Context: an optimization exercise on an open-source flow, tuned for small area. The choices shown serve that exercise and are no tape-out recipe. In this exercise RTL edits were held to simulation tests only and were not proved equivalent to the original. Power is estimated from default activity; no workload was simulated.

==> run B: inputs <==
==> flow/design.v <==
module bbfifo_16x8 (
  input        clk,
  input        gsr,
  input  [7:0] data_in,
  input  [2:0] bit_select,
  output       data_bit,
  input        reset,
  input        write,
  input        read,
  output       full,
  output       half_full,
  output       data_present
);
  reg [127:0] sr;
  reg [3:0]   pointer;
  reg         dp;
  wire pz = (pointer == 4'd0);
  wire valid_write = write & (~full | read);
  always @(posedge clk)
    if (valid_write) sr <= {sr[119:0], data_in};
  wire inc = dp & write & ~read & ~full;
  wire dec = dp & read & ~write & ~pz;
  always @(posedge clk)
    if (gsr | reset) begin
      pointer <= 4'd0;
      dp      <= 1'b0;
    end else begin
      if (inc)      pointer <= pointer + 4'd1;
      else if (dec) pointer <= pointer - 4'd1;
      if (dp) begin
        if (pz & read & ~write) dp <= 1'b0;
      end else
        dp <= write;
    end
  wire [15:0] byte_sel = 16'd1 << pointer;
  wire [7:0]  bit_sel  = 8'd1 << bit_select;
  wire [15:0] bits;
  genvar k;
  generate
    for (k = 0; k < 16; k = k + 1) begin : rd
      assign bits[k] = |(sr[8*k +: 8] & bit_sel);
    end
  endgenerate
  assign data_bit     = |(bits & byte_sel);
  assign full         = &pointer;
  assign half_full    = pointer[3];
  assign data_present = dp;
endmodule
module rxfifo_16x8 (
  input        clk,
  input        gsr,
  input  [7:0] data_in,
  output [7:0] data_out,
  input        reset,
  input        write,
  input        read,
  output       full,
  output       half_full,
  output       data_present
);
  reg [7:0]   st [0:15];
  reg [3:0]   pointer;
  reg         dp;
  wire pz = (pointer == 4'd0);
  always @(posedge clk)
    if (read | ~dp) st[0] <= dp ? st[1] : data_in;
  integer i;
  always @(posedge clk)
    for (i = 1; i < 16; i = i + 1)
      if (read | ~dp | (pointer < i))
        st[i] <= (i == 15) ? data_in : st[(i + 1) % 16];
  wire inc = dp & write & ~read & ~full;
  wire dec = dp & read & ~write & ~pz;
  always @(posedge clk)
    if (gsr | reset) begin
      pointer <= 4'd0;
      dp      <= 1'b0;
    end else begin
      if (inc)      pointer <= pointer + 4'd1;
      else if (dec) pointer <= pointer - 4'd1;
      if (dp) begin
        if (pz & read & ~write) dp <= 1'b0;
      end else
        dp <= write;
    end
  assign data_out     = st[0];
  assign full         = &pointer;
  assign half_full    = pointer[3];
  assign data_present = dp;
endmodule
module kcuart_tx (
  input        clk,
  input        gsr,
  output [2:0] bit_select,
  input        data_bit,
  input        send_character,
  input        en_16_x_baud,
  output reg   serial_out,
  output reg   Tx_complete
);
  reg [3:0] state;
  reg [3:0] phase;
  assign bit_select = state[2:0];
  wire idle     = (state == 4'd9);
  wire bit_end  = en_16_x_baud & (&phase);
  always @(posedge clk)
    if (gsr) begin
      state <= 4'd9;
      phase <= 4'd0;
    end else begin
      if (en_16_x_baud & ~idle) phase <= phase + 4'd1;
      if (idle) begin
        if (en_16_x_baud & send_character) state <= 4'd15;
      end else if (bit_end) begin
        if (state == 4'd8) state <= send_character ? 4'd15 : 4'd9;
        else               state <= state + 4'd1;
      end
    end
  always @(posedge clk) begin
    serial_out  <= ~gsr & (state != 4'd15) & (state[3] | data_bit);
    Tx_complete <= ~gsr & bit_end & (state == 4'd7);
  end
endmodule
module kcuart_rx (
  input            clk,
  input            gsr,
  input            serial_in,
  output reg [7:0] data_out,
  output           data_strobe,
  input            en_16_x_baud
);
  reg       sync_serial, stop_bit;
  reg [7:0] count;
  wire idle   = (count == 8'd0);
  wire sample = (count[3:0] == 4'd8) & (count[7:4] != 4'd0) & (count[7:4] <= 4'd8);
  assign data_strobe = (count == 8'd152);
  always @(posedge clk) begin
    sync_serial <= serial_in;
    stop_bit    <= gsr | sync_serial;
  end
  always @(posedge clk)
    if (gsr | data_strobe)
      count <= 8'd0;
    else if (en_16_x_baud & (~idle | ~stop_bit))
      count <= count + 8'd1;
  always @(posedge clk)
    if (en_16_x_baud & sample) data_out <= {stop_bit, data_out[7:1]};
endmodule
module uart_tx (
  input  [7:0] data_in,
  input        write_buffer,
  input        reset_buffer,
  input        en_16_x_baud,
  output       serial_out,
  output       buffer_full,
  output       buffer_half_full,
  input        clk,
  input        gsr
);
  wire [2:0] bit_select;
  wire       fifo_data_bit;
  wire       fifo_data_present;
  wire       fifo_read;
  kcuart_tx kcuart (
    .clk(clk), .gsr(gsr), .bit_select(bit_select), .data_bit(fifo_data_bit), .send_character(fifo_data_present),
    .en_16_x_baud(en_16_x_baud), .serial_out(serial_out), .Tx_complete(fifo_read));
  bbfifo_16x8 buf_0 (
    .clk(clk), .gsr(gsr), .data_in(data_in), .bit_select(bit_select), .data_bit(fifo_data_bit), .reset(reset_buffer),
    .write(write_buffer), .read(fifo_read), .full(buffer_full), .half_full(buffer_half_full),
    .data_present(fifo_data_present));
endmodule
module uart_rx (
  input        serial_in,
  output [7:0] data_out,
  input        read_buffer,
  input        reset_buffer,
  input        en_16_x_baud,
  output       buffer_data_present,
  output       buffer_full,
  output       buffer_half_full,
  input        clk,
  input        gsr
);
  wire [7:0] uart_data_out;
  wire       fifo_write;
  kcuart_rx kcuart (
    .clk(clk), .gsr(gsr), .serial_in(serial_in), .data_out(uart_data_out),
    .data_strobe(fifo_write), .en_16_x_baud(en_16_x_baud));
  rxfifo_16x8 buf_0 (
    .clk(clk), .gsr(gsr), .data_in(uart_data_out), .data_out(data_out), .reset(reset_buffer),
    .write(fifo_write), .read(read_buffer), .full(buffer_full), .half_full(buffer_half_full),
    .data_present(buffer_data_present));
endmodule
module uart (
  input        clk,
  input        rst,               
  input        en_16_x_baud,      
  input  [7:0] tx_data_in,
  input        tx_write_buffer,
  input        tx_reset_buffer,
  output       tx_serial_out,
  output       tx_buffer_full,
  output       tx_buffer_half_full,
  input        rx_serial_in,
  output [7:0] rx_data_out,
  input        rx_read_buffer,
  input        rx_reset_buffer,
  output       rx_buffer_data_present,
  output       rx_buffer_full,
  output       rx_buffer_half_full
);
  uart_tx transmit (
    .data_in(tx_data_in),
    .write_buffer(tx_write_buffer),
    .reset_buffer(tx_reset_buffer),
    .en_16_x_baud(en_16_x_baud),
    .serial_out(tx_serial_out),
    .buffer_full(tx_buffer_full),
    .buffer_half_full(tx_buffer_half_full),
    .clk(clk),
    .gsr(rst));
  uart_rx receive (
    .serial_in(rx_serial_in),
    .data_out(rx_data_out),
    .read_buffer(rx_read_buffer),
    .reset_buffer(rx_reset_buffer),
    .en_16_x_baud(en_16_x_baud),
    .buffer_data_present(rx_buffer_data_present),
    .buffer_full(rx_buffer_full),
    .buffer_half_full(rx_buffer_half_full),
    .clk(clk),
    .gsr(rst));
endmodule
==> flow/flow/run.sh <==
#!/bin/bash
# Own layout flow: the standard ORFS flow (same make targets, same config.mk and
# flow settings, same register mapping), with three changes:
#  1. synthesis (flow/synth.tcl): ORFS's synth.tcl, but ABC maps the combinational logic
#     with the area-oriented script flow/area.abc instead of ORFS's delay-oriented one,
#     and adders are left to ABC instead of ORFS's half/full-adder mapping;
#  2. clock tree synthesis: clusters of at most 20 flip-flops within 70 um, each driven
#     by a clkbuf_8, a clkbuf_4 root and tree, and no dummy loads;
#  3. the port buffers that buffer_ports inserts are sky130_fd_sc_hd__buf_1.
# Each tool's output goes to orfs/logs (ORFS's own logs) and to make.log here.
set -euo pipefail
W=$(pwd)
# optional overrides for experiments (CTS_ARGS_OVERRIDE, CTS_SIZE, CTS_DIAM, CTS_BUF)
if [ -f flow/params.sh ]; then source flow/params.sh; fi
export FLOW_OWN_ABC="$W/flow/area.abc"
export CTS_ARGS="${CTS_ARGS_OVERRIDE:--sink_clustering_enable -repair_clock_nets -sink_clustering_size ${CTS_SIZE:-20} -sink_clustering_max_diameter ${CTS_DIAM:-70} -buf_list sky130_fd_sc_hd__clkbuf_${CTS_BUF:-8} -root_buf sky130_fd_sc_hd__clkbuf_4 -tree_buf sky130_fd_sc_hd__clkbuf_4 -dont_use_dummy_load}"
export BUFFER_PORTS_ARGS="-buffer_cell sky130_fd_sc_hd__buf_1"

# standard.sh's make command line, with our synthesis script in place of synth_recipe.tcl
cmd=$(grep '^make ' standard.sh)
cmd=${cmd//"SYNTH_SCRIPT=$W/synth_recipe.tcl"/"SYNTH_SCRIPT=$W/flow/synth.tcl"}
cmd=${cmd//'"${@:-finish}"'/finish}
echo "$cmd" > make_cmd.txt
eval "$cmd" > make.log 2>&1

results=$W/orfs/results/$FLOW_PLATFORM/uart/base
: # left out here: write the final layout as DEF
==> flow/flow/area.abc <==
strash
&get -n
&st
&dch -f
&nf -R 1000 -p -F 8 -C 32
&put
strash
&get -n
&st
&dch -f
&nf -R 1000 -p -F 8 -C 32
&put
strash
&get -n
&st
&dch -f
&nf -R 1000 -p -F 8 -C 32
&put
strash
&get -n
&st
&dch -f
&nf -R 1000 -p -F 8 -C 32
&put
strash
&get -n
&st
&dch -f
&nf -R 1000 -p -F 8 -C 32
&put
strash
&get -n
&st
&dch -f
&nf -R 1000 -p -F 8 -C 32
&put
strash
&get -n
&st
&dch -f
&nf -R 1000 -p -F 8 -C 32
&put
strash
&get -n
&st
&dch -f
&nf -R 1000 -p -F 8 -C 32
&put
strash
&get -n
&st
&dch -f
&nf -R 1000 -p -F 8 -C 32
&put
strash
&get -n
&st
&dch -f
&nf -R 1000 -p -F 8 -C 32
&put
strash
&get -n
&st
&dch -f
&nf -R 1000 -p -F 8 -C 32
&put
strash
&get -n
&st
&dch -f
&nf -R 1000 -p -F 8 -C 32
&put
strash
&get -n
&st
&dch -f
&nf -R 1000 -p -F 8 -C 32
&put
strash
&get -n
&st
&dch -f
&nf -R 1000 -p -F 8 -C 32
&put
strash
&get -n
&st
&dch -f
&nf -R 1000 -p -F 8 -C 32
&put
strash
&get -n
&st
&dch -f
&nf -R 1000 -p -F 8 -C 32
&put
==> flow/flow/synth.tcl <==
# synth_recipe.tcl (the standard flow's synthesis), except that ORFS's synth.tcl is run with its ABC
# call using the script in $FLOW_OWN_ABC and without its adder mapping; everything else
# is ORFS's synth.tcl as it is.
proc synth {args} { yosys synth -nofsm -noshare {*}$args }
# no separate full/half-adder mapping: ABC maps the counters' logic with the rest
set ::env(ADDER_MAP_FILE) ""
set fh [open $::env(SCRIPTS_DIR)/synth.tcl]
set orfs_synth [read $fh]
close $fh
set from {log_cmd abc {*}$abc_args}
set to {log_cmd abc -script $::env(FLOW_OWN_ABC) {*}[lrange $abc_args 2 end]}
if {[string first $from $orfs_synth] < 0} { error "ORFS synth.tcl has no ABC call to replace" }
set orfs_synth [string map [list $from $to] $orfs_synth]
eval $orfs_synth
# left out here: clear keep_hierarchy, flatten, clean up, hide names made inside functions, write 1_2_yosys.v
==> flow/standard.sh <==
#!/bin/bash
# synth_recipe.tcl (not shown) runs the flow's synth.tcl, then flattens the netlist and writes it again
# the make line also repeats each setting of config.mk as NAME=value (left out here)
make -C /OpenROAD-flow-scripts/flow DESIGN_CONFIG=/design/flow/config.mk WORK_HOME=/design/flow/orfs CLKGATE_MAP_FILE= SYNTH_SCRIPT=/design/flow/synth_recipe.tcl "${@:-finish}"
==> flow/config.mk <==
export PLATFORM = sky130hd
export DESIGN_NAME = uart
export DESIGN_NICKNAME = uart
export VERILOG_FILES = /design/flow/design.v
export SDC_FILE = /design/flow/constraint.sdc
export NUM_CORES = 8
export LEC_CHECK = 0
export CAP_MARGIN = 20
export CORE_MARGIN = 2
export CORE_UTILIZATION = 60
export PLACE_DENSITY = 0.8
export SLEW_MARGIN = 20
==> flow/constraint.sdc <==
create_clock -name core_clock -period 5.0 [get_ports {clk}]
set_input_delay 1.0000 -clock core_clock [delete_from_list [all_inputs] [get_ports {clk}]]
set_output_delay 1.0000 -clock core_clock [all_outputs]
set_load 0.01 [all_outputs]
==> run C (differences from run B) <==
==> flow/design.v, changed modules only <==
module bbfifo_16x8 (
  input        clk,
  input        gsr,
  input  [7:0] data_in,
  output [7:0] data_out,
  input        reset,
  input        write,
  input        read,
  output       full,
  output       half_full,
  output       data_present
);
  reg [127:0] sr;
  reg [3:0]   pointer;
  reg         dp;
  wire pz = (pointer == 4'd0);
  wire valid_write = write & (~full | read);
  always @(posedge clk)
    if (valid_write) sr <= {sr[119:0], data_in};
  always @(posedge clk)
    if (gsr | reset) begin
      pointer <= 4'd0;
      dp      <= 1'b0;
    end else if (dp) begin
      if (pz & ~write) begin
        pointer <= 4'd0;
        if (read) dp <= 1'b0;
      end else
        pointer <= pointer + {3'b000, valid_write} - {3'b000, read};
    end else
      dp <= write;
  assign data_out     = sr[{pointer, 3'b000} +: 8];
  assign full         = &pointer;
  assign half_full    = pointer[3];
  assign data_present = dp;
endmodule
module kcuart_tx (
  input        clk,
  input        gsr,
  input  [7:0] data_in,
  input        send_character,
  input        en_16_x_baud,
  output reg   serial_out,
  output reg   Tx_complete
);
  reg [3:0] state;
  reg [3:0] phase;
  wire idle     = (state == 4'd9);
  wire bit_end  = en_16_x_baud & (&phase);
  always @(posedge clk)
    if (gsr) begin
      state <= 4'd9;
      phase <= 4'd0;
    end else begin
      if (en_16_x_baud & ~idle) phase <= phase + 4'd1;
      if (idle) begin
        if (en_16_x_baud & send_character) state <= 4'd15;
      end else if (bit_end) begin
        if (state == 4'd8) state <= send_character ? 4'd15 : 4'd9;
        else               state <= state + 4'd1;
      end
    end
  always @(posedge clk) begin
    serial_out  <= ~gsr & (state != 4'd15) & (state[3] | data_in[state[2:0]]);
    Tx_complete <= ~gsr & bit_end & (state == 4'd7);
  end
endmodule
module kcuart_rx (
  input            clk,
  input            gsr,
  input            serial_in,
  output reg [7:0] data_out,
  output reg       data_strobe,
  input            en_16_x_baud
);
  reg       sync_serial, stop_bit;
  reg       armed;     
  reg       active;
  reg [7:0] count;     
  wire sample = active & (count[3:0] == 4'd7) & (count[7:4] >= 4'd1) & (count[7:4] <= 4'd8);
  wire done   = active & (count == 8'd150);
  always @(posedge clk) begin
    sync_serial <= ~gsr & serial_in;
    stop_bit    <= ~gsr & sync_serial;
    data_strobe <= ~gsr & en_16_x_baud & done;
  end
  always @(posedge clk)
    if (gsr) begin
      armed  <= 1'b0;
      active <= 1'b0;
      count  <= 8'd0;
    end else if (en_16_x_baud) begin
      if (active) begin
        count <= count + 8'd1;
        if (done) begin
          active <= 1'b0;
          armed  <= 1'b1;
        end
      end else begin
        armed <= stop_bit;
        if (armed & ~stop_bit) begin
          active <= 1'b1;
          count  <= 8'd0;
        end
      end
    end
  always @(posedge clk)
    if (en_16_x_baud & sample) data_out <= {stop_bit, data_out[7:1]};
endmodule
module uart_tx (
  input  [7:0] data_in,
  input        write_buffer,
  input        reset_buffer,
  input        en_16_x_baud,
  output       serial_out,
  output       buffer_full,
  output       buffer_half_full,
  input        clk,
  input        gsr
);
  wire [7:0] fifo_data_out;
  wire       fifo_data_present;
  wire       fifo_read;
  kcuart_tx kcuart (
    .clk(clk), .gsr(gsr), .data_in(fifo_data_out), .send_character(fifo_data_present),
    .en_16_x_baud(en_16_x_baud), .serial_out(serial_out), .Tx_complete(fifo_read));
  bbfifo_16x8 buf_0 (
    .clk(clk), .gsr(gsr), .data_in(data_in), .data_out(fifo_data_out), .reset(reset_buffer),
    .write(write_buffer), .read(fifo_read), .full(buffer_full), .half_full(buffer_half_full),
    .data_present(fifo_data_present));
endmodule
module uart_rx (
  input        serial_in,
  output [7:0] data_out,
  input        read_buffer,
  input        reset_buffer,
  input        en_16_x_baud,
  output       buffer_data_present,
  output       buffer_full,
  output       buffer_half_full,
  input        clk,
  input        gsr
);
  wire [7:0] uart_data_out;
  wire       fifo_write;
  kcuart_rx kcuart (
    .clk(clk), .gsr(gsr), .serial_in(serial_in), .data_out(uart_data_out),
    .data_strobe(fifo_write), .en_16_x_baud(en_16_x_baud));
  bbfifo_16x8 buf_0 (
    .clk(clk), .gsr(gsr), .data_in(uart_data_out), .data_out(data_out), .reset(reset_buffer),
    .write(fifo_write), .read(read_buffer), .full(buffer_full), .half_full(buffer_half_full),
    .data_present(buffer_data_present));
endmodule
// module rxfifo_16x8 removed
==> flow/run.sh (new file) <==
#!/bin/bash
# synth_recipe.tcl (not shown) runs the flow's synth.tcl, then flattens the netlist and writes it again
# the make line also repeats each setting of config.mk as NAME=value (left out here)
make -C /OpenROAD-flow-scripts/flow DESIGN_CONFIG=/design/flow/config.mk WORK_HOME=/design/flow/orfs CLKGATE_MAP_FILE= SYNTH_SCRIPT=/design/flow/synth_recipe.tcl finish
Settings changed: CORE_UTILIZATION 60 to 40, CTS_BUF_LIST from default to sky130_fd_sc_hd__clkbuf_4, PLACE_DENSITY 0.8 to default.
removed: flow/flow/run.sh
removed: flow/flow/area.abc
removed: flow/flow/synth.tcl
removed: flow/standard.sh
==> results.txt <==
Crit. path cell count = 4
simple-gate area share of the yosys netlist = 4.50%
die area = 30800 µm²
cell area after layout = 13600 µm²
routed vias/inst = 5.26
register area share after synthesis = 73.0%
Detail Route met2 WL = 10200 µm
run status = complete, no violations
peak fanout along the critical path = 18
horizontal extent of the die = 176 µm
fraction of area in multi-input gates = 22.1%
(the above is from run C)
==> results.txt <==
run status = complete, no violations
die area = 17800 µm²
Detail Route met2 WL = 8470 µm
clock latency (worst-skew pair) = 640 ps
most used standard cells in the synthesized netlist = 264 x edfxtp_1, 30 x a222oi_1, 30 x dfxtp_1, 22 x a21oi_1, 20 x nand2_1
peak fanout along the critical path = 7
share of power burned in the clock network = 24.6%
fraction of area in multi-input gates = 14.3%
register area share after synthesis = 84.8%
routed vias/inst = 6.39
simple-gate area share of the yosys netlist = 5.29%
most used flip-flop cell after synthesis = edfxtp_1
sequential cell area = 8530 µm²
horizontal extent of the die = 133 µm
(the above is from run B)

==> static timing again, ports no longer ideal <==
No port has a modelled driver above. Below, the same layouts with a new extraction and two added sets of constraints.
Step 1 assumes that a clkbuf_16 drives the clock port and a buf_2 every other input.
Step 2 adds t to the input delays and takes it off the output delays; t is the mean of the earliest and latest rising clock arrival at the registers after step 1. Input paths then give back, and output paths get back, about the clock's delay inside the block.
Slacks: ideal ports / drivers / drivers and shift; pairs: ideal ports / drivers.
| run | t (ns) | setup slack, ns | clock arrival spread, ns |
|---|---|---|---|
| run B | 0.655 | 2.079 / 2.044 / 1.765 | 0.038 / 0.039 |
| run C | 0.699 | 0.734 / 0.693 / 1.391 | 0.054 / 0.055 |
After both steps every run listed still meets setup and hold. The setup slack of run B, which loses most, moves by -0.035 ns with the drivers and by -0.314 ns with both steps.
